Source: an optimization exercise on an open RTL-to-GDS flow (aim: small area and a short achievable clock period). Production flows keep margins and buffers that such runs may drop. Function was checked by simulation only, so behaviour that the tests miss may differ from the original. The flow treats the clock pin as an ideal source, which a real chip does not have. Power figures rest on the tool's default switching activity, not on a simulated workload.

==> flow/design.v, too long to show whole: its modules and the start of the top module <==
// module mips_cpu: 2571 lines
module mips_cpu (
    input  wire        clk,
    input  wire        rst,
    input  wire [31:0] mem_rdata,
    output wire [31:0] mem_addr,
    output wire [31:0] mem_wdata,
    output wire        mem_wr
);
  // ...
==> flow/flow/run.sh <==
#!/bin/bash
# Own layout flow: the standard flow (standard.sh) run in three parts, with
# these changes (the design, the SDC and the clock period are the standard flow's own):
#  - the port buffers that global placement inserts are sky130_fd_sc_hd__buf_4
#    instead of the default cell (a slow clock-delay buffer); every input and
#    output port still gets its own buffer;
#  - clock tree synthesis runs without dummy load cells and with larger sink
#    clusters (fewer clock buffers); the clock port drives only the root buffer;
#  - after placement, the flip-flops that drive output port buffers are given
#    a stronger drive (dfxtp_1 -> dfxtp_4, same cell type) and re-legalized;
#  - after clock tree synthesis, repair_timing is run with a setup margin, so
#    the resizer sizes up the gates of the longest paths.
# Each tool's full output goes to its own log file in this folder.
set -euo pipefail
export BUFFER_PORTS_ARGS="-buffer_cell sky130_fd_sc_hd__buf_4"
export CTS_ARGS="-sink_clustering_enable -repair_clock_nets -dont_use_dummy_load -sink_clustering_size 24 -sink_clustering_max_diameter 80"
R=orfs/results/sky130hd/mips_cpu/base
bash standard.sh place > standard_place.log 2>&1
ODB_IN=$R/3_place.odb ODB_OUT=$R/3_place.odb openroad -exit flow/upsize.tcl > upsize.log 2>&1
bash standard.sh cts > standard_cts.log 2>&1
ODB_IN=$R/4_cts.odb SDC_IN=$R/4_cts.sdc ODB_OUT=$R/4_cts.odb MARGIN=16.0 openroad -exit flow/repair.tcl > repair.log 2>&1
bash standard.sh > standard_finish.log 2>&1
==> flow/flow/repair.tcl <==
# repair_timing with a setup margin on the clock-tree-synthesized design, under
# the design's own SDC; then re-legalize the placement.
read_liberty $::env(FLOW_HOME)/platforms/sky130hd/lib/sky130_fd_sc_hd__tt_025C_1v80.lib
read_db $::env(ODB_IN)
read_sdc $::env(SDC_IN)
set_propagated_clock [all_clocks]
source $::env(FLOW_HOME)/platforms/sky130hd/setRC.tcl
set_dont_use [get_lib_cells {sky130_fd_sc_hd__probe_p_8 sky130_fd_sc_hd__probec_p_8 sky130_fd_sc_hd__lpflow_*}]
estimate_parasitics -placement
report_worst_slack -max
report_design_area
repair_timing -setup -setup_margin $::env(MARGIN) -repair_tns 100 -verbose
detailed_placement
check_placement
estimate_parasitics -placement
report_worst_slack -max
report_worst_slack -min
report_design_area
write_db $::env(ODB_OUT)
==> flow/flow/upsize.tcl <==
# Upsize the flip-flops that drive the output ports' buffers (drive strength
# only; the cell type stays the same), then re-legalize the placement.
read_db $::env(ODB_IN)
set db [ord::get_db]
set block [ord::get_db_block]
set n 0
foreach bterm [$block getBTerms] {
  if {[$bterm getIoType] != "OUTPUT"} { continue }
  set net [$bterm getNet]
  set buf ""
  foreach it [$net getITerms] { if {[$it isOutputSignal]} { set buf [$it getInst] } }
  if {$buf == ""} { continue }
  set n2 ""
  foreach it [$buf getITerms] { if {[$it isInputSignal] && [$it getNet] != "NULL"} { set n2 [$it getNet] } }
  if {$n2 == ""} { continue }
  foreach it [$n2 getITerms] {
    if {[$it isOutputSignal]} {
      set ff [$it getInst]
      set m [[$ff getMaster] getName]
      if {[regexp {^(sky130_fd_sc_hd__dfxtp)_1$} $m -> base]} {
        $ff swapMaster [$db findMaster ${base}_4]
        incr n
      }
    }
  }
}
puts "upsized $n output flip-flops"
detailed_placement
check_placement
write_db $::env(ODB_OUT)
==> flow/standard.sh <==
#!/bin/bash
# synth_recipe.tcl (not shown) runs the flow's synth.tcl, then flattens the netlist and writes it again
# the make line also repeats each setting of config.mk as NAME=value (left out here)
make -C /OpenROAD-flow-scripts/flow DESIGN_CONFIG=/design/flow/config.mk WORK_HOME=/design/flow/orfs CLKGATE_MAP_FILE= SYNTH_SCRIPT=/design/flow/synth_recipe.tcl "${@:-finish}"
==> flow/config.mk <==
export PLATFORM = sky130hd
export DESIGN_NAME = mips_cpu
export DESIGN_NICKNAME = mips_cpu
export VERILOG_FILES = /design/flow/design.v
export SDC_FILE = /design/flow/constraint.sdc
export NUM_CORES = 4
export LEC_CHECK = 0
export ABC_AREA = 0
export CAP_MARGIN = 20
export CORE_MARGIN = 2
export CORE_UTILIZATION = 55
export SLEW_MARGIN = 20
==> flow/constraint.sdc <==
create_clock -name core_clock -period 21.0 [get_ports {clk}]
set_input_delay 4.2000 -clock core_clock [delete_from_list [all_inputs] [get_ports {clk}]]
set_output_delay 4.2000 -clock core_clock [all_outputs]
set_load 0.01 [all_outputs]
==> flow_summary.json, run 1 <==
{
  "status": "no timing/DRC/antenna violations",
  "synth-compound-area-share": 0.185,
  "cts_resized": 0,
  "syn_area_per_cell_sq_um": 12.2,
  "cts_tree": "yes",
  "clk_latency_ns": 0.73,
  "crit_path_start": "addr_q[20]$_SDFF_PP0_",
  "setup-violations-final": 0,
  "met3_wirelength_microns": 36900,
  "routed-wl-met2_microns": 117000,
  "ys_async_sr_fraction": 0,
  "nMultiInputCombCells": 3401,
  "tap_cells": 1524,
  "n_sequential_cell": 1401,
  "tns_ns": 0,
  "whs_endpoint": "pc[7]$_DFF_P_",
  "grt_pass1_vias": 47137,
  "multi_input_area_sq_um": 23300,
  "worstPathMaxFanout": 1,
  "wl_microns": 265000,
  "gp_congestion": 1.05,
  "p_total_mw": 7.41,
  "row_count": 125,
  "postRouteAntennaNets": 0,
  "tightest_slew_ns": 1.17,
  "post-place-cells": 6636
}
==> run 2, diff against run 1 <==
--- a/flow/design.v
+++ b/flow/design.v
@@ -25,17 +25,17 @@
 reg         pcwe, pcwe_d;
 reg  [2:0]  pcsrc, pcsrc_d;
 reg         aluoutwe, aluoutwe_d;
 reg  [1:0]  xsel_d, ysel_d;
 reg  [2:0]  aop_d;
 reg         rfwe, rfwe_d;
 reg  [1:0]  rfwa, rfwa_d;
 reg  [1:0]  ls, ls_d;
-reg  [2:0]  am_d;
+reg  [2:0]  am_d, am_n, am_r;
 reg  [31:0] pc, ir, mdr, ra, rb, aluout, hi, lo, addr_q;
 reg  [4:0]  raddr;
 reg         ovf_q, div0, bq;
 reg  [31:0] rf [0:31];
 wire [5:0]  opcode = ir[31:26];
 wire [5:0]  funct  = ir[5:0];
 wire [4:0]  rs = ir[25:21], rt = ir[20:16], rd = ir[15:11], shamt = ir[10:6];
 wire [31:0] se16 = {{16{ir[15]}}, ir[15:0]};
@@ -2376,16 +2376,167 @@
       rfwe_d = 0;
       rfwa_d = WA_RT;
       ls_d = 0;
       am_d = AM_E255;
     end
     default: ;
   endcase
 end
+always @(*) begin
+  am_n = AM_PC;
+  case (st_d)
+    7'd0: am_n = AM_PC;  
+    7'd1: am_n = AM_PC;  
+    7'd2: am_n = AM_PC;  
+    7'd3: am_n = AM_PC;  
+    7'd4: am_n = AM_PC;  
+    7'd5: am_n = AM_PC;  
+    7'd6: am_n = AM_PC;  
+    7'd7: begin  
+      casez ({opcode, funct})
+        {6'd0, 6'd32}: am_n = AM_PC;
+        {6'd0, 6'd34}: am_n = AM_PC;
+        {6'd0, 6'd36}: am_n = AM_PC;
+        {6'd0, 6'd13}: am_n = AM_PC;
+        {6'd0, 6'd19}: am_n = AM_PC;
+        {6'd0, 6'd0}: am_n = AM_PC;
+        {6'd0, 6'd4}: am_n = AM_PC;
+        {6'd0, 6'd2}: am_n = AM_PC;
+        {6'd0, 6'd3}: am_n = AM_PC;
+        {6'd0, 6'd7}: am_n = AM_PC;
+        {6'd0, 6'd42}: am_n = AM_PC;
+        {6'd0, 6'd8}: am_n = AM_PC;
+        {6'd0, 6'd5}: am_n = AM_PC;
+        {6'd0, 6'd24}: am_n = AM_PC;
+        {6'd0, 6'd16}: am_n = AM_PC;
+        {6'd0, 6'd18}: am_n = AM_PC;
+        {6'd0, 6'd26}: am_n = AM_PC;
+        {6'd8, 6'b??????}: am_n = AM_PC;
+        {6'd9, 6'b??????}: am_n = AM_PC;
+        {6'd2, 6'b??????}: am_n = AM_PC;
+        {6'd3, 6'b??????}: am_n = AM_PC;
+        {6'd15, 6'b??????}: am_n = AM_PC;
+        {6'd10, 6'b??????}: am_n = AM_PC;
+        {6'd4, 6'b??????}: am_n = AM_PC;
+        {6'd5, 6'b??????}: am_n = AM_PC;
+        {6'd6, 6'b??????}: am_n = AM_PC;
+        {6'd7, 6'b??????}: am_n = AM_PC;
+        {6'd40, 6'b??????}: am_n = AM_ALUOUT;
+        {6'd32, 6'b??????}: am_n = AM_ALU;
+        {6'd35, 6'b??????}: am_n = AM_ALU;
+        {6'd33, 6'b??????}: am_n = AM_ALU;
+        {6'd41, 6'b??????}: am_n = AM_ALUOUT;
+        {6'd43, 6'b??????}: am_n = AM_ALUOUT;
+        {6'd1, 6'b??????}: am_n = AM_A;
+        default: am_n = AM_PC;
+        {6'd0, 6'b??????}: am_n = AM_PC;
+      endcase
+    end
+    7'd8: am_n = AM_PC;  
+    7'd9: am_n = AM_PC;  
+    7'd10: am_n = AM_PC;  
+    7'd11: am_n = AM_PC;  
+    7'd12: am_n = AM_PC;  
+    7'd13: am_n = AM_PC;  
+    7'd14: am_n = AM_PC;  
+    7'd15: am_n = AM_PC;  
+    7'd16: am_n = AM_PC;  
+    7'd17: am_n = AM_PC;  
+    7'd18: am_n = AM_PC;  
+    7'd19: am_n = AM_PC;  
+    7'd20: am_n = AM_PC;  
+    7'd21: am_n = AM_PC;  
+    7'd22: am_n = AM_PC;  
+    7'd23: am_n = AM_PC;  
+    7'd24: am_n = AM_PC;  
+    7'd25: am_n = AM_PC;  
+    7'd26: am_n = AM_PC;  
+    7'd27: am_n = AM_PC;  
+    7'd28: am_n = AM_PC;  
+    7'd29: am_n = AM_PC;  
+    7'd30: am_n = AM_PC;  
+    7'd31: am_n = AM_PC;  
+    7'd32: am_n = AM_PC;  
+    7'd33: am_n = AM_PC;  
+    7'd34: am_n = AM_PC;  
+    7'd35: am_n = AM_PC;  
+    7'd36: am_n = AM_PC;  
+    7'd37: am_n = AM_PC;  
+    7'd38: am_n = AM_PC;  
+    7'd39: am_n = AM_PC;  
+    7'd40: am_n = AM_PC;  
+    7'd41: am_n = AM_PC;  
+    7'd42: am_n = AM_PC;  
+    7'd43: am_n = AM_PC;  
+    7'd44: am_n = AM_PC;  
+    7'd45: am_n = AM_PC;  
+    7'd46: am_n = AM_PC;  
+    7'd47: am_n = AM_PC;  
+    7'd48: am_n = AM_PC;  
+    7'd49: am_n = AM_PC;  
+    7'd50: am_n = AM_PC;  
+    7'd51: am_n = AM_PC;  
+    7'd52: am_n = AM_PC;  
+    7'd53: am_n = AM_PC;  
+    7'd54: am_n = AM_E254;  
+    7'd55: am_n = AM_ALUOUT;  
+    7'd56: am_n = AM_ALUOUT;  
+    7'd57: am_n = AM_ALUOUT;  
+    7'd58: am_n = AM_ALUOUT;  
+    7'd59: am_n = AM_ALU;  
+    7'd60: am_n = AM_ALU;  
+    7'd61: am_n = AM_ALU;  
+    7'd62: am_n = AM_ALU;  
+    7'd63: am_n = AM_ALU;  
+    7'd64: am_n = AM_ALU;  
+    7'd65: am_n = AM_ALU;  
+    7'd66: am_n = AM_ALU;  
+    7'd67: am_n = AM_ALU;  
+    7'd68: am_n = AM_ALU;  
+    7'd69: am_n = AM_ALU;  
+    7'd70: am_n = AM_ALU;  
+    7'd71: am_n = AM_ALU;  
+    7'd72: am_n = AM_ALU;  
+    7'd73: am_n = AM_ALU;  
+    7'd74: am_n = AM_ALUOUT;  
+    7'd75: am_n = AM_ALUOUT;  
+    7'd76: am_n = AM_ALUOUT;  
+    7'd77: am_n = AM_ALUOUT;  
+    7'd78: am_n = AM_ALUOUT;  
+    7'd79: am_n = AM_ALUOUT;  
+    7'd80: am_n = AM_ALUOUT;  
+    7'd81: am_n = AM_ALUOUT;  
+    7'd82: am_n = AM_A;  
+    7'd83: am_n = AM_ZERO;  
+    7'd84: am_n = AM_ZERO;  
+    7'd85: am_n = AM_ZERO;  
+    7'd86: am_n = AM_E254;  
+    7'd87: am_n = AM_E254;  
+    7'd88: am_n = AM_E254;  
+    7'd89: am_n = AM_E254;  
+    7'd90: am_n = AM_E253;  
+    7'd91: am_n = AM_E253;  
+    7'd92: am_n = AM_E253;  
+    7'd93: am_n = AM_E253;  
+    7'd94: am_n = AM_E253;  
+    7'd95: am_n = AM_PC;  
+    7'd96: am_n = AM_PC;  
+    7'd97: am_n = AM_PC;  
+    7'd98: am_n = AM_PC;  
+    7'd99: am_n = AM_PC;  
+    7'd100: am_n = AM_PC;  
+    7'd101: am_n = AM_E255;  
+    7'd102: am_n = AM_E255;  
+    7'd103: am_n = AM_E255;  
+    7'd104: am_n = AM_E254;  
+    7'd105: am_n = AM_E255;  
+    default: ;
+  endcase
+end
 always @(posedge clk) reset <= rst;
 always @(posedge clk) begin
     if (reset) begin
         st <= 7'd0;
         cnt <= 6'd32;
         memwr <= 1'b0; pcwe <= 1'b0; pcsrc <= PS_ALU; aluoutwe <= 1'b0;
         rfwe <= 1'b0; rfwa <= WA_RT; ls <= 2'd0;
     end else begin
@@ -2440,29 +2591,30 @@
 end
 wire [31:0] pc_d = reset ? 32'd0 : (pcwe ? pc_mux : pc);
 always @(posedge clk) pc <= pc_d;
 wire [31:0] aluout_d = aluoutwe ? alu : aluout;
 always @(posedge clk) aluout <= aluout_d;
 always @(posedge clk) ovf_q <= f_ovf;
 reg [31:0] addr_d;
 always @(*) begin
-    case (am_d)
+    case (am_r)
         AM_PC:     addr_d = pc_d;
         AM_ALU:    addr_d = sum;
         AM_A:      addr_d = ra;
         AM_ZERO:   addr_d = 32'd0;
         AM_ALUOUT: addr_d = aluoutwe ? sum : aluout;    
         AM_E253:   addr_d = 32'd253;
         AM_E254:   addr_d = 32'd254;
         default:   addr_d = 32'd255;
     endcase
     if (reset) addr_d = 32'd0;
 end
 always @(posedge clk) addr_q <= addr_d;
+always @(posedge clk) am_r <= reset ? AM_PC : am_n;
 assign mem_addr = addr_q;
 wire [4:0]  sh_amt = funct[2] ? rb[4:0] : shamt;
 wire        sh_left = !funct[1];
 wire        sh_fill = funct[0] && aluout[31];
 reg  [31:0] sh_r;
 integer j;
 always @(*) begin
     for (j = 0; j < 32; j = j + 1) sh_r[j] = sh_left ? aluout[31-j] : aluout[j];
==> flow_summary.json, run 2 <==
{
  "pwr_density_cell_nw_per_um2": 122,
  "yosys-top-cells-area": "edfxtp_1 (54%), dfxtp_1 (7.7%), a22oi_1 (6.7%)",
  "crit_path_start": "addr_q[27]$_SDFF_PP0_",
  "cts_resized": 0,
  "clock.fmax_mhz": 184,
  "rr_endpoint": "lo[17]$_SDFFE_PP0P_",
  "cp-end-kind": "output pin",
  "synthCells": 5345,
  "regMostFlops": "rf",
  "p_total_mw": 8.53,
  "post-place-cells": 6738,
  "dieArea_sq_um": 120000,
  "postRouteAntennaNets": 0,
  "synthToLayoutAreaGrowth_pct": 8.60,
  "layout_common_cells": "edfxtp_1 (1157), a22oi_1 (573), nand2_1 (539)",
  "fp.dieW_microns": 346,
  "syn_area_per_cell_sq_um": 12.0,
  "crit_arrival_ns": 1.24,
  "r2r_cells": 15,
  "hold_viol": 0,
  "synth_enable_flop_cells": 1157,
  "cts_hold_buf": 0,
  "cp_num_buf_inv": 1,
  "drive_above_1_share": 0.126,
  "syn_nets": 5444,
  "crit_type": "flop to output pin",
  "grt_pass1_vias": 47236,
  "max_cap_violations": 0,
  "largest_reg_flops": 1024,
  "die_h_microns": 346,
  "min_path_type": "flop to flop",
  "core_sq_um": 116000,
  "cts.root.buffer_cell": "clkbuf_16",
  "synth.most_common_cell": "edfxtp_1",
  "irDropWorstVdd_mv": 0.0862,
  "drcViolationCount": 0,
  "clock_sinks": 1404,
  "synth_cell_types": 112,
  "row_count": 125,
  "nets": 5394,
  "first_pass_iters": 11,
  "worstPathMaxFanout": 1,
  "final_util": 0.602,
  "mostFrequentLayoutCell": "edfxtp_1",
  "yosys_most_used_dff": "edfxtp_1",
  "instances_no_fill": 6826,
  "multi_input_area_sq_um": 23600,
  "io_pins": 99,
  "ff_latch_area_sq_um": 39900,
  "finalClockSkew_ns": 0.107,
  "path_clk_slew_ns": 0.09,
  "routedWlPerCell_microns": 39.6,
  "cp_data_required_time_ns": 16.80,
  "tightest_slew_ns": 1.24,
  "grt_pass1_wl_microns": 372000,
  "slowest_stage": "dfxtp_4",
  "maxSlewViolCount": 0,
  "postCtsSetupRepairBufs": 0,
  "dr.first_iter.drc_count": 9434,
  "ys_async_sr_fraction": 0,
  "rsz0062_at_grt": "false",
  "yosysSeqAreaShare": 0.617,
  "cts.path.max_buffers": 3,
  "clk_latency_ns": 0.75,
  "hpwlAfterDp_microns": 169000,
  "worst-path-stages": 1,
  "critPathMaxStageDelay_ns": 0.41,
  "ff2ff_setup_slack_ns": 15.78,
  "r2r-start": "y_lo$_DFF_P_",
  "pre_cts_ws_ns": 15.65,
  "cp_cell_sequence": "buf_6",
  "synth_top_area_frac": 0.540,
  "start_util": 0.554,
  "yosys-top-cells-count": "edfxtp_1 (1157), a22oi_1 (573), nand2_1 (553), a21oi_1 (318), nor2_1 (316)",
  "cts_tree": "yes",
  "ys_warn_count": 2,
  "cts_buffers": 78,
  "gr-total-overflow": 0,
  "crit_end": "mem_addr[27]",
  "grt_max_degree": 83,
  "grt_use_total": 0.442,
  "path_delay_family": "flip-flops",
  "port_buffers": 98,
  "tns_ns": 0,
  "timing.final.crit_share": 0.259,
  "fillers": 9251,
  "viasPerCell": 7.54,
  "slew_headroom": 0.165,
  "start_kind": "flop",
  "gp_congestion": 1.05,
  "vias": 51481,
  "status": "no timing/DRC/antenna violations",
  "antenna_found_initial": 14,
  "netlist_area_sq_um": 64300,
  "ys_seq_elements": 1404,
  "htree_num_levels": 3,
  "yosysTopAreaCell": "edfxtp_1",
  "final.setup.worst_slack_ns": 15.56,
  "fin_crit_ns": 5.44,
  "p_leak_nw": 24.8,
  "wl_microns": 270000,
  "setup-violations-final": 0
}
-- run 2: area by class of cell --
| cell class | count | share of cell area |
|---|---|---|
| Timing Repair Buffer | 265 | 0.0323 |
| Tap cell | 1524 | 0.0273 |
| Antenna cell | 9 | 0.000322 |
| Multi-Input combinational cell | 3504 | 0.338 |
| Inverter | 42 | 0.00227 |
| Clock buffer | 78 | 0.0279 |
| Sequential cell | 1404 | 0.572 |
-- run 2: how the worst min path moves through the flow --
| stage | depth (start not counted) | end | from |
|---|---|---|---|
| 6_report | 2 | lo[7]$_SDFFE_PP0P_ | lo[7]$_SDFFE_PP0P_ |
| 5_1_grt | 2 | pc[11]$_DFF_P_ | pc[11]$_DFF_P_ |
| 4_1_cts | 2 | lo[7]$_SDFFE_PP0P_ | lo[7]$_SDFFE_PP0P_ |
| 3_5_place_dp | 2 | lo[7]$_SDFFE_PP0P_ | lo[7]$_SDFFE_PP0P_ |
| 3_3_place_gp | 2 | lo[7]$_SDFFE_PP0P_ | lo[7]$_SDFFE_PP0P_ |
| 2_1_floorplan | 0 | wd_q[6]$_DFF_P_ | rb[6]$_DFFE_PP_ |
-- run 2: stage by stage --
stage / area (sq um) / hold slack (ns)
after floorplan: 64300 / 0.394
after global placement: 67300 / 0.480
after detailed placement: 67300 / 0.486
after CTS: 69500 / 0.497
after global routing: 69900 / 0.525
final: 69900 / 0.504
-- run 2: cells by family (layout without fill, tap and decap cells) --
logic type,Yosys count,in the layout,synth area share
other,0,9,0
AO/OA/AOI/OAI,1703,1703,0.186
XOR/XNOR,76,76,0.0103
adder cells (fa/ha/maj),65,65,0.0126
flip-flops,1404,1404,0.617
buffers and inverters,437,385,0.0284
multiplexers,207,207,0.0376
AND/OR/NAND/NOR,1453,1453,0.108
-- run 2: per-layer routing --
metal | GRT usage | wire [microns] | vias to the layer above
met3 | 0.119 | 36100 | 1008
met2 | 0.661 | 117000 | 4284
li1 | - | - | 20854
met4 | 0.274 | 21000 | 22
met1 | 0.574 | 95600 | 25313
met5 | 0.00800 | 276 | -
-- run 2: power by group --
| group | total (mW) | switching, mW | leakage, nW | internal, mW |
|---|---|---|---|---|
| clock network | 1.54 | 0.875 | 0.961 | 0.661 |
| logic | 3.20 | 2.14 | 10.2 | 1.06 |
| registers | 3.80 | 0.275 | 13.7 | 3.52 |

==> port drivers added, routing unchanged <==
The results above use ideal ports. As a check the final layouts listed here were re-extracted and re-timed, cells and wires unchanged. Step 1 (the two cells are an assumption about what drives the block):
set clk [get_ports {clk}]
set_driving_cell -lib_cell sky130_fd_sc_hd__clkbuf_16 $clk
set_driving_cell -lib_cell sky130_fd_sc_hd__buf_2 [delete_from_list [all_inputs] $clk]
Step 2 moves the port delays by t, midway between the first and last clock arrival at a register: inputs arrive t later, outputs are due t later. That takes back most of the time a late clock gives input paths. Slacks: no drivers / after step 1 / after step 2; pairs: no drivers / after step 1.
run | t, ns | setup slack, ns | worst setup path after step 2
run 1 | 0.766 | 15.513 / 15.430 / 15.727 | input to register
run 2 | 0.772 | 15.555 / 15.479 / 15.607 | input to register
After both steps every run listed still meets setup and hold.
